Source: an optimization exercise on an open RTL-to-GDS flow (aim: small area). Production flows keep margins and buffers that such runs may drop. Only simulation tests tie the RTL to the original design; equivalence was not proved. No driver is modelled on the clock port, so clock power and skew are understated where the tree is cut down; a real chip needs a root buffer or a tree. Power figures rest on the tool's default switching activity, not on a simulated workload.

Setup of south:
Design parking_meter, start of the top module:
module parking_meter(clk, rst, rst1, rst2, add1, add2, add3, add4, led_seg, a1, a2, a3, a4, val1, val2, val3, val4);
export LEC_CHECK = 0
export CAP_MARGIN = 20
export CORE_MARGIN = 2
export CORE_UTILIZATION = 85
export SLEW_MARGIN = 20
create_clock -name core_clock -period 60.0 [get_ports {clk}]
standard.sh (not shown) runs the stock make flow with config.mk's settings and CLKGATE_MAP_FILE= SYNTH_SCRIPT=/design/flow/synth_recipe.tcl, a recipe that flattens the netlist after the stock synthesis.
==> flow/flow/run.sh <==
#!/bin/bash
# ORFS layout via the standard.sh, with: an area-oriented ABC script and no adder
# extraction in synthesis (registers untouched), the smallest buffer on each port,
# and a small clock tree without dummy loads.
set -euo pipefail
W=$(pwd)
export FLOW_WORK=$W
export FLOW_ABC_SCRIPT=$W/flow/area.abc
bash standard.sh \
  SYNTH_SCRIPT=$W/flow/synth.tcl \
  BUFFER_PORTS_ARGS="-buffer_cell sky130_fd_sc_hd__buf_1" \
  CTS_ARGS="-sink_clustering_enable -repair_clock_nets -dont_use_dummy_load -sink_clustering_size 50 -sink_clustering_max_diameter 300 -buf_list {sky130_fd_sc_hd__clkbuf_16}" \
  finish > standard_flow.log 2>&1
==> flow/flow/area.abc <==
strash
&get -n
&deepsyn -T 120
&put
&get -n
&dch -f
&nf -a
&put
==> flow/flow/synth.tcl <==
# The standard synthesis (synth_recipe.tcl, sourced below) with two changes:
# no half/full-adder extraction, and an area-oriented ABC script of our own.
proc extract_fa {args} { }
proc abc {args} {
  set i [lsearch -exact $args -script]
  if { $i >= 0 } { lset args [expr {$i + 1}] $::env(FLOW_ABC_SCRIPT) }
  set j [lsearch -exact $args -D]
  if { $j >= 0 } { set args [lreplace $args $j [expr {$j + 1}]] }
  yosys abc {*}$args
}
source $::env(FLOW_WORK)/synth_recipe.tcl
south did not run to completion, as it errored out during global placement without I/O.
The inputs of east differ from those of south as listed below.
- changing CORE_UTILIZATION from 85 to 70
--- a/flow/flow/run.sh
+++ b/flow/flow/run.sh
@@ -10,4 +10,4 @@
   SYNTH_SCRIPT=$W/flow/synth.tcl \
   BUFFER_PORTS_ARGS="-buffer_cell sky130_fd_sc_hd__buf_1" \
-  CTS_ARGS="-sink_clustering_enable -repair_clock_nets -dont_use_dummy_load -sink_clustering_size 50 -sink_clustering_max_diameter 300 -buf_list {sky130_fd_sc_hd__clkbuf_16}" \
+  CTS_ARGS="-sink_clustering_enable -repair_clock_nets -dont_use_dummy_load -buf_list {sky130_fd_sc_hd__clkbuf_8}" \
   finish > standard_flow.log 2>&1
==> flow/flow/area.abc <==
strash
balance
rewrite
refactor
balance
rewrite
rewrite -z
balance
refactor -z
rewrite -z
balance
balance
rewrite
refactor
balance
rewrite
rewrite -z
balance
refactor -z
rewrite -z
balance
&get -n
&deepsyn -T 60
&put
dch -f
amap
Notes after the runs:
- | sequential share of the synthesized area | east vs south | 2.1 points higher |
- Width of the chip | east above south
- south -> east: number of distinct standard cells referenced by the synthesized netlist decreased by more than 10%
- east: all stages complete, timing, DRC and antenna checks passed
- Where netlist area before placement is concerned, south is outperformed by east.
- What east reported for net count after synthesis has to be multiplied by 0.901 to get the figure for south.
- east: height of the die is about 7% higher than what south reported.


build 88:
parking_meter again, from the RTL that the note above started with.
Settings: LEC_CHECK=0, CAP_MARGIN=20, CORE_MARGIN=2, CORE_UTILIZATION=70, SLEW_MARGIN=20; clock period 60.0 ns.
==> flow/flow/run.sh <==
#!/bin/bash
# ORFS layout via the standard.sh, with: an area-oriented ABC script and no adder
# extraction in synthesis (registers untouched), the smallest buffer on each port,
# and three clock buffers in place of ORFS's clock tree (flow/cts_pre.tcl).
set -euo pipefail
W=$(pwd)
export FLOW_WORK=$W
export FLOW_ABC_SCRIPT=$W/flow/area.abc
export PRE_CTS_TCL=$W/flow/cts_pre.tcl
bash standard.sh \
  SYNTH_SCRIPT=$W/flow/synth.tcl \
  BUFFER_PORTS_ARGS="-buffer_cell sky130_fd_sc_hd__buf_1" \
  finish > standard_flow.log 2>&1
==> flow/flow/area.abc <==
strash
balance
rewrite
refactor
balance
rewrite
rewrite -z
balance
refactor -z
rewrite -z
balance
balance
rewrite
refactor
balance
rewrite
rewrite -z
balance
refactor -z
rewrite -z
balance
&get -n
&deepsyn -T 60
&put
dch -f
amap
==> flow/flow/clkbuf.tcl <==
# Drive the clock sinks through K buffers of type CB, one per group of sinks, each group
# a band of sinks sorted by x (K-means-free, simple and deterministic).
proc manual_clock_buffers {cb k} {
  set block [ord::get_db_block]
  set net [$block findNet clk]
  set sinks {}
  foreach it [$net getITerms] {
    set b [[$it getInst] getBBox]
    lappend sinks [list [expr {([$b xMin] + [$b xMax]) / 2}] [expr {([$b yMin] + [$b yMax]) / 2}] [$it getInst] [[$it getMTerm] getName]]
  }
  set sinks [lsort -integer -index 0 $sinks]
  set n [llength $sinks]
  for {set g 0} {$g < $k} {incr g} {
    set lo [expr {$g * $n / $k}]; set hi [expr {($g + 1) * $n / $k - 1}]
    set grp [lrange $sinks $lo $hi]
    set sx 0; set sy 0; set pins {}
    foreach s $grp {
      set sx [expr {$sx + [lindex $s 0]}]; set sy [expr {$sy + [lindex $s 1]}]
      lappend pins [get_pins "[[lindex $s 2] getName]/[lindex $s 3]"]
    }
    set x [expr {$sx / [llength $grp] / 1000.0}]; set y [expr {$sy / [llength $grp] / 1000.0}]
    insert_buffer -buffer_cell $cb -net clk -load_pins $pins -location [list $x $y] -buffer_name clkbuf_$g -net_name clknet_$g
  }
}
==> flow/flow/cts_pre.tcl <==
# Runs before ORFS's CTS step: replace its clock tree with a few clock buffers that
# each drive one band of the registers straight from the clock port.
source $::env(FLOW_WORK)/flow/clkbuf.tcl
proc clock_tree_synthesis {args} {
  manual_clock_buffers sky130_fd_sc_hd__clkbuf_8 3
  set_propagated_clock [all_clocks]
}
Scripts as last shown in full above: flow/flow/synth.tcl
Build 88 finished end to end and its layout was clean on timing, DRC and antenna.
#### Input delta (build 72 over build 88)
==> flow/flow/run.sh <==
#!/bin/bash
# ORFS layout via the standard.sh, with: an area-oriented ABC script and no adder
# extraction in synthesis (registers untouched), the smallest buffer on each port,
# and a small clock tree without dummy loads.
set -euo pipefail
W=$(pwd)
export FLOW_WORK=$W
export FLOW_ABC_SCRIPT=$W/flow/area.abc
bash standard.sh \
  SYNTH_SCRIPT=$W/flow/synth.tcl \
  BUFFER_PORTS_ARGS="-buffer_cell sky130_fd_sc_hd__buf_1" \
  CTS_ARGS="-sink_clustering_enable -repair_clock_nets -dont_use_dummy_load -buf_list {sky130_fd_sc_hd__clkbuf_8}" \
  finish > standard_flow.log 2>&1
==> flow/flow/area.abc <==
strash
&get -n
&deepsyn -T 120
&put
&get -n
&dch -f
&nf -a
&put
removed: flow/flow/clkbuf.tcl
removed: flow/flow/cts_pre.tcl
### Flow results
The worst setup skew after layout of build 72 is higher than that of build 88.
Build 72 has clock network fraction of total power above what build 88 had.
Lower worst slack on hold paths among build 88 and build 72: build 88
On build 72: synthesized cell count is 29 lower than what build 88 gave.
The post-layout instance count excluding filler cells number comes out lower for build 72 vs build 88.
Build 72 vs build 88: global-route wire length before repair down
Going from build 88 to build 72, final area increased by about 5.6% relative to the old numbers; die area now sits higher; global-route usage shrank by 1.7 points.
Edits applied to the flow inputs when going from build 72 to build 1:
# build 72
export LEC_CHECK = 0
export CAP_MARGIN = 20
export CORE_MARGIN = 2
export CORE_UTILIZATION = 70
export SLEW_MARGIN = 20
create_clock -name core_clock -period 60.0 [get_ports {clk}]
# build 1
export LEC_CHECK = 0
export CAP_MARGIN = 20
export CORE_MARGIN = 2
export CORE_UTILIZATION = 75
export SLEW_MARGIN = 20
create_clock -name core_clock -period 60.0 [get_ports {clk}]
--- a/flow/flow/run.sh
+++ b/flow/flow/run.sh
@@ -10,4 +10,4 @@
   SYNTH_SCRIPT=$W/flow/synth.tcl \
   BUFFER_PORTS_ARGS="-buffer_cell sky130_fd_sc_hd__buf_1" \
-  CTS_ARGS="-sink_clustering_enable -repair_clock_nets -dont_use_dummy_load -buf_list {sky130_fd_sc_hd__clkbuf_8}" \
+  CTS_ARGS="-sink_clustering_enable -repair_clock_nets -dont_use_dummy_load -sink_clustering_size 50 -sink_clustering_max_diameter 300 -buf_list {sky130_fd_sc_hd__clkbuf_16}" \
   finish > standard_flow.log 2>&1
Notes after the runs:
Diff build 72 -> build 1 | number of vias in the routed layout | up by more than 10%. Sort build 1 and build 72 by number of placed cells counting well taps asc -> top: build 1. In build 1, layout net count is lower than in build 72. Relative to build 72, the total net switching power measured on build 1 has increased by more than 10%.
In build 88 the design's own scripts or RTL, not TritonCTS, make the clock network.

port drivers added, routing unchanged:
Ports are ideal in the flow. The routed layouts listed here were re-timed in OpenROAD.
Step 1: set_driving_cell puts a clkbuf_16 on clk and a buf_2 on each other input, an assumption about the parent block.
Step 2 moves the port delays by t, midway between the first and last clock arrival at a register: inputs arrive t later, outputs are due t later. That takes back most of the time a late clock gives input paths.
a / b / c = ideal ports / drivers / drivers and shift; a / b = the first two.
| run | shift t [ns] | setup slack, ns | worst data-port slew with drivers (ns) |
|---|---|---|---|
| east | 0.314 | 46.620 / 46.595 / 46.843 | 0.03 |
| build 88 | 0.186 | 46.765 / 46.724 / 46.855 | 0.03 |
| build 72 | 0.312 | 46.309 / 46.284 / 46.555 | 0.03 |
| build 1 | 0.306 | 46.165 / 46.135 / 46.441 | 0.03 |
After both steps every run listed still meets setup and hold.
